From an optimization exercise on the open Yosys and OpenROAD flow, aimed at small area; shortcuts taken in it are not production practice. Where RTL was checked, it was by simulation tests only, not by an equivalence proof against the original. Power figures rest on the tool's default switching activity, not on a simulated workload.

==> inputs of v34 <==
## Axi_Lite_Uart
module Axi_Lite_Uart (
    input         clock,
    input         reset,           
    input  [15:0] s_axi_awaddr,
    input         s_axi_awvalid,
    output        s_axi_awready,
    input  [31:0] s_axi_wdata,
    input         s_axi_wvalid,
    output        s_axi_wready,
    output [1:0]  s_axi_bresp,
    output        s_axi_bvalid,
    input         s_axi_bready,
    input  [15:0] s_axi_araddr,
    input         s_axi_arvalid,
    output        s_axi_arready,
    output [31:0] s_axi_rdata,
    output [1:0]  s_axi_rresp,
    output        s_axi_rvalid,
    input         s_axi_rready,
    input         RxD,
    output        TxD,
    input         CTS,
    output        RTS
);
clock: 6.0 ns
lec_check: 0
cap_margin: 20
core_margin: 2
core_utilization: 65
slew_margin: 20
synth_hierarchical: 1
synth_minimum_keep_size: 0
standard.sh (not shown) runs the stock make flow with config.mk's settings and CLKGATE_MAP_FILE= SYNTH_SCRIPT=/design/flow/synth_recipe.tcl, a recipe that flattens the netlist after the stock synthesis.
==> flow/flow/run.sh <==
#!/bin/bash
# Standard ORFS layout (the standard.sh) with two changes:
#  - port buffers use the smallest buffer cell instead of the resizer's pick;
#  - CTS clusters up to 30 sinks within 200 um and inserts no dummy loads.
# make's full output goes to standard.log; ORFS keeps per-step logs in orfs/logs.
set -euo pipefail
bash standard.sh \
  "BUFFER_PORTS_ARGS=-buffer_cell sky130_fd_sc_hd__buf_1" \
  "CTS_ARGS=-sink_clustering_enable -repair_clock_nets -dont_use_dummy_load -sink_clustering_size 30 -sink_clustering_max_diameter 200" \
  "ABC_LOAD_IN_FF=1" \
  finish > standard.log 2>&1
==> inputs of v17, as changes to v34 <==
--- a/flow/design.v
+++ b/flow/design.v
@@ -93,12 +93,32 @@
 module sel5 (input [4:0] s, input [4:0] d, output y);
     wire n0, n1;
     g_a222oi u0 (.a1(s[0]), .a2(d[0]), .b1(s[1]), .b2(d[1]), .c1(s[2]), .c2(d[2]), .y(n0));
     g_a22oi  u1 (.a1(s[3]), .a2(d[3]), .b1(s[4]), .b2(d[4]), .y(n1));
     g_nand2  u2 (.a(n0), .b(n1), .y(y));
 endmodule
+module g_inv (input a, output y); assign y = ~a; endmodule
+module sel3 (input [2:0] s, input [2:0] d, output y);
+    wire n0;
+    g_a222oi u0 (.a1(s[0]), .a2(d[0]), .b1(s[1]), .b2(d[1]), .c1(s[2]), .c2(d[2]), .y(n0));
+    g_inv    u1 (.a(n0), .y(y));
+endmodule
+module sel2 (input [1:0] s, input [1:0] d, output y);
+    wire n0;
+    g_a22oi u0 (.a1(s[0]), .a2(d[0]), .b1(s[1]), .b2(d[1]), .y(n0));
+    g_inv   u1 (.a(n0), .y(y));
+endmodule
+module g_nand4 (input a, input b, input c, input d, output y); assign y = ~(a & b & c & d); endmodule
+module sel10 (input [9:0] s, input [9:0] d, output y);
+    wire n0, n1, n2, n3;
+    g_a222oi u0 (.a1(s[0]), .a2(d[0]), .b1(s[1]), .b2(d[1]), .c1(s[2]), .c2(d[2]), .y(n0));
+    g_a222oi u1 (.a1(s[3]), .a2(d[3]), .b1(s[4]), .b2(d[4]), .c1(s[5]), .c2(d[5]), .y(n1));
+    g_a222oi u2 (.a1(s[6]), .a2(d[6]), .b1(s[7]), .b2(d[7]), .c1(s[8]), .c2(d[8]), .y(n2));
+    g_nand2  u3 (.a(s[9]), .b(d[9]), .y(n3));
+    g_nand4  u4 (.a(n0), .b(n1), .c(n2), .d(n3), .y(y));
+endmodule
 `timescale 1ns / 1ps
 module Axi_Lite_Uart (
     input         clock,
     input         reset,           
     input  [15:0] s_axi_awaddr,
     input         s_axi_awvalid,
@@ -237,59 +257,59 @@
             rst_d2 <= rst_d1;
         end
     end
     reg [7:0] tx_mem [0:7];
     reg [7:0] rx_mem [0:7];
     reg [3:0] tx_cnt, rx_cnt;
-    reg [7:0] tx_q;               
+    reg       tx_q0;              
     reg [7:0] rx_hold;            
     assign tx_full  = tx_cnt[3];
     assign tx_empty = (tx_cnt == 4'd0);
     assign rx_full  = rx_cnt[3];
     assign rx_empty = (rx_cnt == 4'd0);
     wire tx_push = tx_wen & ~tx_full;
     wire tx_pop  = tx_ren & ~tx_empty;
     wire rx_push = rx_wen & ~rx_full;
     wire rx_pop  = rx_ren & ~rx_empty;
     wire [8:0] tx_sel, rx_sel;
     generate for (k = 0; k < 7; k = k + 1) begin : rsel
         assign tx_sel[k] = tx_pop & (tx_cnt[2:0] == k + 1);
-        assign rx_sel[k] = rx_pop & (rx_cnt[2:0] == k + 1);
+        assign rx_sel[k] = rx_pop & (rx_cnt[2:0] == k + 1);    
     end endgenerate
     assign tx_sel[7] = tx_pop & tx_cnt[3];
     assign rx_sel[7] = rx_pop & rx_cnt[3];
     assign tx_sel[8] = ~tx_pop;
-    assign rx_sel[8] = ~rx_pop;
-    wire [7:0] tx_q_nxt, rx_q_nxt;
+    assign rx_sel[8] = ~rx_pop & rst_d2;
+    wire       tx_q0_nxt;
+    wire [7:0] rx_q_nxt;
+    sel9 u_tx_q0 (.s(tx_sel), .d({tx_q0, tx_mem[7][0], tx_mem[6][0], tx_mem[5][0], tx_mem[4][0],
+                  tx_mem[3][0], tx_mem[2][0], tx_mem[1][0], tx_mem[0][0]}), .y(tx_q0_nxt));
     generate for (k = 0; k < 8; k = k + 1) begin : rmux
-        sel9 u_tx (.s(tx_sel), .d({tx_q[k], tx_mem[7][k], tx_mem[6][k], tx_mem[5][k], tx_mem[4][k],
-                   tx_mem[3][k], tx_mem[2][k], tx_mem[1][k], tx_mem[0][k]}), .y(tx_q_nxt[k]));
         sel9 u_rx (.s(rx_sel), .d({rx_q[k], rx_mem[7][k], rx_mem[6][k], rx_mem[5][k], rx_mem[4][k],
                    rx_mem[3][k], rx_mem[2][k], rx_mem[1][k], rx_mem[0][k]}), .y(rx_q_nxt[k]));
     end endgenerate
     always @(posedge clock) begin
         if (tx_push) begin
             tx_mem[0] <= r_reg1[7:0];
             for (i = 1; i < 8; i = i + 1) tx_mem[i] <= tx_mem[i-1];
         end
         if (rx_push) begin
             rx_mem[0] <= rx_hold;
             for (i = 1; i < 8; i = i + 1) rx_mem[i] <= rx_mem[i-1];
         end
-        tx_q <= tx_q_nxt;
+        tx_q0 <= tx_q0_nxt;
+        rx_q <= rx_q_nxt;
     end
     always @(posedge clock or negedge rst_d2) begin
         if (~rst_d2) begin
             tx_cnt    <= 4'd0;
             rx_cnt    <= 4'd0;
-            rx_q      <= 8'h0;
             tx_rvalid <= 1'b0;
         end else begin
             tx_cnt    <= tx_cnt + {3'd0, tx_push} - {3'd0, tx_pop};
             rx_cnt    <= rx_cnt + {3'd0, rx_push} - {3'd0, rx_pop};
-            rx_q      <= rx_q_nxt;
             tx_rvalid <= tx_pop;
         end
     end
     wire [23:0] div_num   = r_reg2[23:0];
     wire [3:0]  data_bit  = r_reg2[31:28];
     wire [1:0]  stop_bit  = r_reg2[27:26];
@@ -326,27 +346,27 @@
             slice_n u_rx (.q(rx_div_cnt[k]), .cn(rx_c[k]), .bn(rx_b[k]), .gn(rx_g[k]), .z(rx_z),
                 .nv(nl[k]), .nh(nh), .d(rx_nxt[k]), .c(rx_c[k+1]), .b(rx_b[k+1]), .g(rx_g[k+1]));
         end
     end endgenerate
     wire tx_wrap = ~((tx_c[24] & div_zero) | (tx_c[24] & tx_b[24]) | (div_zero & tx_b[24]));
     wire rx_wrap = ~((rx_c[24] & div_zero) | (rx_c[24] & rx_b[24]) | (div_zero & rx_b[24]));
-    assign tx_z = tx_wrap;
-    assign rx_z = rx_clr | rx_wrap;
+    assign tx_z = tx_wrap | ~reset;
+    assign rx_z = rx_clr | rx_wrap | ~reset;
+    always @(posedge clock) begin
+        tx_div_cnt <= tx_nxt;
+        rx_div_cnt <= rx_nxt;
+    end
     always @(posedge clock or negedge reset) begin
         if (~reset) begin
-            tx_div_cnt <= 24'd0;
             tx_u_clk   <= 1'b0;
             tx_u_clk_d <= 1'b0;
-            rx_div_cnt <= 24'd0;
             rx_u_clk   <= 1'b0;
             rx_u_clk_d <= 1'b0;
         end else begin
-            tx_div_cnt <= tx_nxt;
             tx_u_clk   <= tx_g[24];
             tx_u_clk_d <= tx_u_clk;
-            rx_div_cnt <= rx_nxt;
             rx_u_clk   <= ~rx_clr & rx_g[24];
             rx_u_clk_d <= rx_u_clk;
         end
     end
     wire       rx_valid;          
     wire [7:0] rx_data;           
@@ -388,25 +408,30 @@
     wire       rx_end_frame = par_none ? (rx_cnt_u == sum_ds[3:0]) : ({1'b0, rx_cnt_u} == sum_ds1);
     wire       rx_in_data   = (rx_cnt_u != 4'd0) & (rx_cnt_u <= data_bit);
     wire       rx_at_db     = (rx_cnt_u == data_bit);
     wire       rx_at_db1    = ({1'b0, rx_cnt_u} == db1);
     assign rx_valid = rx_vld;
     assign rx_data  = rx_sr;
+    wire       rsr_sh = reset & rx_tick & rx_in_data;
+    wire       rsr_hd = reset & ~(rx_tick & rx_in_data);
+    wire [7:0] rsr_nxt;
+    wire [8:0] rsr_in = {RxD, rx_sr};
+    generate for (k = 0; k < 8; k = k + 1) begin : rsr
+        sel2 u (.s({rsr_hd, rsr_sh}), .d({rx_sr[k], rsr_in[k+1]}), .y(rsr_nxt[k]));
+    end endgenerate
+    always @(posedge clock) rx_sr <= rsr_nxt;
     always @(posedge clock or negedge reset) begin
         if (~reset) begin
             rx_cnt_u <= 4'd0;
-            rx_sr    <= 8'h0;
             rx_vld   <= 1'b0;
             rx_chk   <= 1'b0;
         end else if (rx_tick) begin
             if (rx_end_frame)
                 rx_cnt_u <= 4'd0;
             else if (RxD == 0 || rx_cnt_u != 4'd0)
                 rx_cnt_u <= rx_cnt_inc[3:0];
-            if (rx_in_data)
-                rx_sr <= {RxD, rx_sr[7:1]};
             rx_vld <= (rx_at_db & par_none) |
                       (rx_at_db1 & (check_bit == 2'd1) & (RxD != rx_chk)) |
                       (rx_at_db1 & (check_bit == 2'd2) & (RxD == rx_chk));
             rx_chk <= rx_in_data & (rx_chk ^ RxD);
         end
     end
@@ -418,20 +443,27 @@
     assign TxD      = tx_out;
     assign tx_ready = tx_rdy;
     wire tx_active = r_tx_valid & tx_rdy & ~tx_cts & ~CTS;
     wire [4:0] tx_cnt_inc = {1'b0, tx_cnt_u} + 5'd1;
     wire       tx_at_db   = (tx_cnt_u == data_bit);
     wire       tx_ge_db   = (tx_cnt_u >= data_bit);
-    always @(posedge clock) begin
-        if (tx_tick) begin
-            if (tx_active)
-                tx_sr_hi <= tx_q[7:1];
-            else if (!tx_rdy)
-                tx_sr_hi <= {1'b0, tx_sr_hi[7:2]};
+    wire       tsr_sh = tx_tick & ~tx_active & ~tx_rdy & ~tx_pop;
+    wire       tsr_hd = ~tx_pop & ~(tx_tick & ~tx_active & ~tx_rdy);
+    wire [7:1] tsr_nxt;
+    generate for (k = 1; k < 8; k = k + 1) begin : tsr
+        if (k < 7) begin : m
+            sel10 u (.s({tsr_hd, tsr_sh, tx_sel[7:0]}),
+                     .d({tx_sr_hi[k], tx_sr_hi[k+1], tx_mem[7][k], tx_mem[6][k], tx_mem[5][k], tx_mem[4][k],
+                         tx_mem[3][k], tx_mem[2][k], tx_mem[1][k], tx_mem[0][k]}), .y(tsr_nxt[k]));
+        end else begin : t
+            sel9 u (.s({tsr_hd, tx_sel[7:0]}),
+                    .d({tx_sr_hi[k], tx_mem[7][k], tx_mem[6][k], tx_mem[5][k], tx_mem[4][k],
+                        tx_mem[3][k], tx_mem[2][k], tx_mem[1][k], tx_mem[0][k]}), .y(tsr_nxt[k]));
         end
-    end
+    end endgenerate
+    always @(posedge clock) tx_sr_hi <= tsr_nxt;
     always @(posedge clock or negedge reset) begin
         if (~reset) begin
             tx_cts   <= 1'b1;
             tx_rdy   <= 1'b1;
             tx_cnt_u <= 4'd0;
             tx_sr0   <= 1'b0;
@@ -445,13 +477,13 @@
                 tx_rdy <= 1'b1;
             if (par_none ? (tx_cnt_u == sum_ds[3:0]) : ({1'b0, tx_cnt_u} == sum_ds1))
                 tx_cnt_u <= 4'd0;
             else if (!tx_rdy)
                 tx_cnt_u <= tx_cnt_inc[3:0];
             if (tx_active)
-                tx_sr0 <= tx_q[0];
+                tx_sr0 <= tx_q0;
             else if (!tx_rdy)
                 tx_sr0 <= tx_sr[1];
             if (tx_active)
                 tx_out <= 1'b0;
             else if (tx_at_db & ~par_none)
                 tx_out <= (check_bit == 2'd1) ? ~tx_chk : tx_chk;
==> inputs of v30, as changes to v34 <==
--- a/flow/design.v
+++ b/flow/design.v
@@ -291,16 +291,12 @@
         end
     end
     wire [23:0] div_num   = r_reg2[23:0];
     wire [3:0]  data_bit  = r_reg2[31:28];
     wire [1:0]  stop_bit  = r_reg2[27:26];
     wire [1:0]  check_bit = r_reg2[25:24];
-    wire [4:0]  sum_ds   = {1'b0, data_bit} + {3'b0, stop_bit};    
-    wire [4:0]  sum_ds1  = sum_ds + 5'd1;                          
-    wire [4:0]  db1      = {1'b0, data_bit} + 5'd1;                
-    wire        par_none = (check_bit == 2'd0);
     wire [23:0] nl = ~div_num;
     wire        div_zero = ~|div_num;
     reg  [23:0] tx_div_cnt, rx_div_cnt;
     reg         tx_u_clk, tx_u_clk_d, rx_u_clk, rx_u_clk_d;
     wire        tx_tick = tx_u_clk & ~tx_u_clk_d;
     wire        rx_tick = rx_u_clk & ~rx_u_clk_d;
@@ -381,49 +377,51 @@
     always @(posedge clock) begin
         if (tx_tick & rx_valid & ~rx_valid1) rx_hold <= rx_data;
     end
     reg [3:0] rx_cnt_u;
     reg [7:0] rx_sr;
     reg       rx_vld, rx_chk;
-    wire [4:0] rx_cnt_inc  = {1'b0, rx_cnt_u} + 5'd1;
-    wire       rx_end_frame = par_none ? (rx_cnt_u == sum_ds[3:0]) : ({1'b0, rx_cnt_u} == sum_ds1);
-    wire       rx_in_data   = (rx_cnt_u != 4'd0) & (rx_cnt_u <= data_bit);
-    wire       rx_at_db     = (rx_cnt_u == data_bit);
-    wire       rx_at_db1    = ({1'b0, rx_cnt_u} == db1);
     assign rx_valid = rx_vld;
     assign rx_data  = rx_sr;
     always @(posedge clock or negedge reset) begin
         if (~reset) begin
             rx_cnt_u <= 4'd0;
             rx_sr    <= 8'h0;
             rx_vld   <= 1'b0;
             rx_chk   <= 1'b0;
         end else if (rx_tick) begin
-            if (rx_end_frame)
+            if (rx_cnt_u == data_bit + stop_bit && check_bit == 0)
                 rx_cnt_u <= 4'd0;
-            else if (RxD == 0 || rx_cnt_u != 4'd0)
-                rx_cnt_u <= rx_cnt_inc[3:0];
-            if (rx_in_data)
+            else if (rx_cnt_u == data_bit + 1 + stop_bit && check_bit > 0)
+                rx_cnt_u <= 4'd0;
+            else if (RxD == 0 || rx_cnt_u > 0)
+                rx_cnt_u <= rx_cnt_u + 1'b1;
+            if (rx_cnt_u >= 1 && rx_cnt_u <= data_bit)
                 rx_sr <= {RxD, rx_sr[7:1]};
-            rx_vld <= (rx_at_db & par_none) |
-                      (rx_at_db1 & (check_bit == 2'd1) & (RxD != rx_chk)) |
-                      (rx_at_db1 & (check_bit == 2'd2) & (RxD == rx_chk));
-            rx_chk <= rx_in_data & (rx_chk ^ RxD);
+            if (rx_cnt_u == data_bit && check_bit == 0)
+                rx_vld <= 1'b1;
+            else if (rx_cnt_u == data_bit + 1 && check_bit == 1 && RxD == ~rx_chk)
+                rx_vld <= 1'b1;
+            else if (rx_cnt_u == data_bit + 1 && check_bit == 2 && RxD == rx_chk)
+                rx_vld <= 1'b1;
+            else
+                rx_vld <= 1'b0;
+            if (rx_cnt_u >= 1 && rx_cnt_u <= data_bit)
+                rx_chk <= rx_chk ^ RxD;
+            else
+                rx_chk <= 1'b0;
         end
     end
     reg       tx_out, tx_rdy, tx_chk, tx_cts;
     reg [3:0] tx_cnt_u;
     reg       tx_sr0;             
     reg [7:1] tx_sr_hi;           
     wire [7:0] tx_sr = {tx_sr_hi, tx_sr0};
     assign TxD      = tx_out;
     assign tx_ready = tx_rdy;
     wire tx_active = r_tx_valid & tx_rdy & ~tx_cts & ~CTS;
-    wire [4:0] tx_cnt_inc = {1'b0, tx_cnt_u} + 5'd1;
-    wire       tx_at_db   = (tx_cnt_u == data_bit);
-    wire       tx_ge_db   = (tx_cnt_u >= data_bit);
     always @(posedge clock) begin
         if (tx_tick) begin
             if (tx_active)
                 tx_sr_hi <= tx_q[7:1];
             else if (!tx_rdy)
                 tx_sr_hi <= {1'b0, tx_sr_hi[7:2]};
@@ -438,28 +436,39 @@
             tx_out   <= 1'b1;
             tx_chk   <= 1'b0;
         end else if (tx_tick) begin
             tx_cts <= CTS;
             if (tx_active)
                 tx_rdy <= 1'b0;
-            else if (par_none ? (tx_cnt_inc == sum_ds) : (tx_cnt_u == sum_ds[3:0]))
+            else if (tx_cnt_u == data_bit + stop_bit - 1 && check_bit == 0)
                 tx_rdy <= 1'b1;
-            if (par_none ? (tx_cnt_u == sum_ds[3:0]) : ({1'b0, tx_cnt_u} == sum_ds1))
+            else if (tx_cnt_u == data_bit + stop_bit && check_bit > 0)
+                tx_rdy <= 1'b1;
+            if (tx_cnt_u == data_bit + stop_bit && check_bit == 0)
+                tx_cnt_u <= 4'd0;
+            else if (tx_cnt_u == data_bit + stop_bit + 1 && check_bit > 0)
                 tx_cnt_u <= 4'd0;
             else if (!tx_rdy)
-                tx_cnt_u <= tx_cnt_inc[3:0];
+                tx_cnt_u <= tx_cnt_u + 1'b1;
             if (tx_active)
                 tx_sr0 <= tx_q[0];
             else if (!tx_rdy)
                 tx_sr0 <= tx_sr[1];
             if (tx_active)
                 tx_out <= 1'b0;
-            else if (tx_at_db & ~par_none)
-                tx_out <= (check_bit == 2'd1) ? ~tx_chk : tx_chk;
-            else if (tx_ge_db | ~tx_rdy)
-                tx_out <= tx_ge_db | tx_sr0;
+            else if (tx_cnt_u == data_bit && check_bit > 0)
+                tx_out <= check_bit == 1 ? ~tx_chk : tx_chk;
+            else if (tx_cnt_u >= data_bit && check_bit == 0)
+                tx_out <= 1'b1;
+            else if (tx_cnt_u >= data_bit + 1 && check_bit > 0)
+                tx_out <= 1'b1;
+            else if (!tx_rdy)
+                tx_out <= tx_sr0;
             else
                 tx_out <= 1'b1;
-            tx_chk <= ~tx_at_db & (tx_chk ^ tx_sr0);
+            if (tx_cnt_u == data_bit)
+                tx_chk <= 1'b0;
+            else
+                tx_chk <= tx_chk ^ tx_sr0;
         end
     end
 endmodule
- CORE_UTILIZATION: 65 -> 60
==> run summary <==
item                                                                    v30             v17             v34
Area taken by flip-flops and latches                            11000 sq um     10400 sq um     11000 sq um
Result of the run                                            finished clean  finished clean  finished clean
Fraction of power consumed by the clock network                       0.241           0.254           0.238
EDFF count, synth                                                       239             232             239
Multi-input logic cell count                                            954             934             938
Fraction of synthesized cell area in xor and xnor cells              0.0403          0.0418          0.0383
Part of the Yosys area used for sequential elements                   0.635           0.635           0.644
Via count of the first global-routing pass                            10900           10600           11000
Power share of the sequential group                                   0.622           0.631           0.621
Vertical die dimension                                               174 um          163 um          166 um
Syn Inst Count                                                         1437            1402            1407
Achievable frequency                                              0.190 GHz       0.192 GHz       0.184 GHz
DIE AREA                                                        30100 sq um     26500 sq um     27500 sq um
Synthesized-area fraction occupied by and/or/nand/nor cells           0.156           0.163           0.159
Setup WS pre-CTS                                                     822 ps          393 ps          453 ps
Share of the synthesized area in the top cell type                    0.416           0.424           0.422
Static leakage power                                                6.95 nW         6.38 nW         6.79 nW
Number of diodes added for antenna fixing                                 0               0               1
Only the layout flow was run in v30; the RTL was not checked for function there.

## separate check: timing with driven ports
In the flow no input, the clock included, has a driving cell. The finished layouts below were timed again as built, in two steps.
Step 1 (the two cells are an assumption about what drives the block):
set clk [get_ports {clock}]
set_driving_cell -lib_cell sky130_fd_sc_hd__clkbuf_16 $clk
set_driving_cell -lib_cell sky130_fd_sc_hd__buf_2 [delete_from_list [all_inputs] $clk]
Step 2 moves the port delays by t, midway between the first and last clock arrival at a register: inputs arrive t later, outputs are due t later. That takes back most of the time a late clock gives input paths.
Three values: ideal ports, drivers, drivers and shift; two values: the first two.
run	t (ns)	slack for setup (ns)	worst register clock-pin slew, ns	worst slew at a driven data input, ns	pins driven straight from the clock port
v34	0.544	0.552 / 0.552 / 0.552	0.11 / 0.11	0.09	1
v17	0.537	0.795 / 0.795 / 0.795	0.11 / 0.11	0.06	1
v30	0.559	0.741 / 0.741 / 0.741	0.11 / 0.11	0.06	1
After both steps every run listed still meets setup and hold.
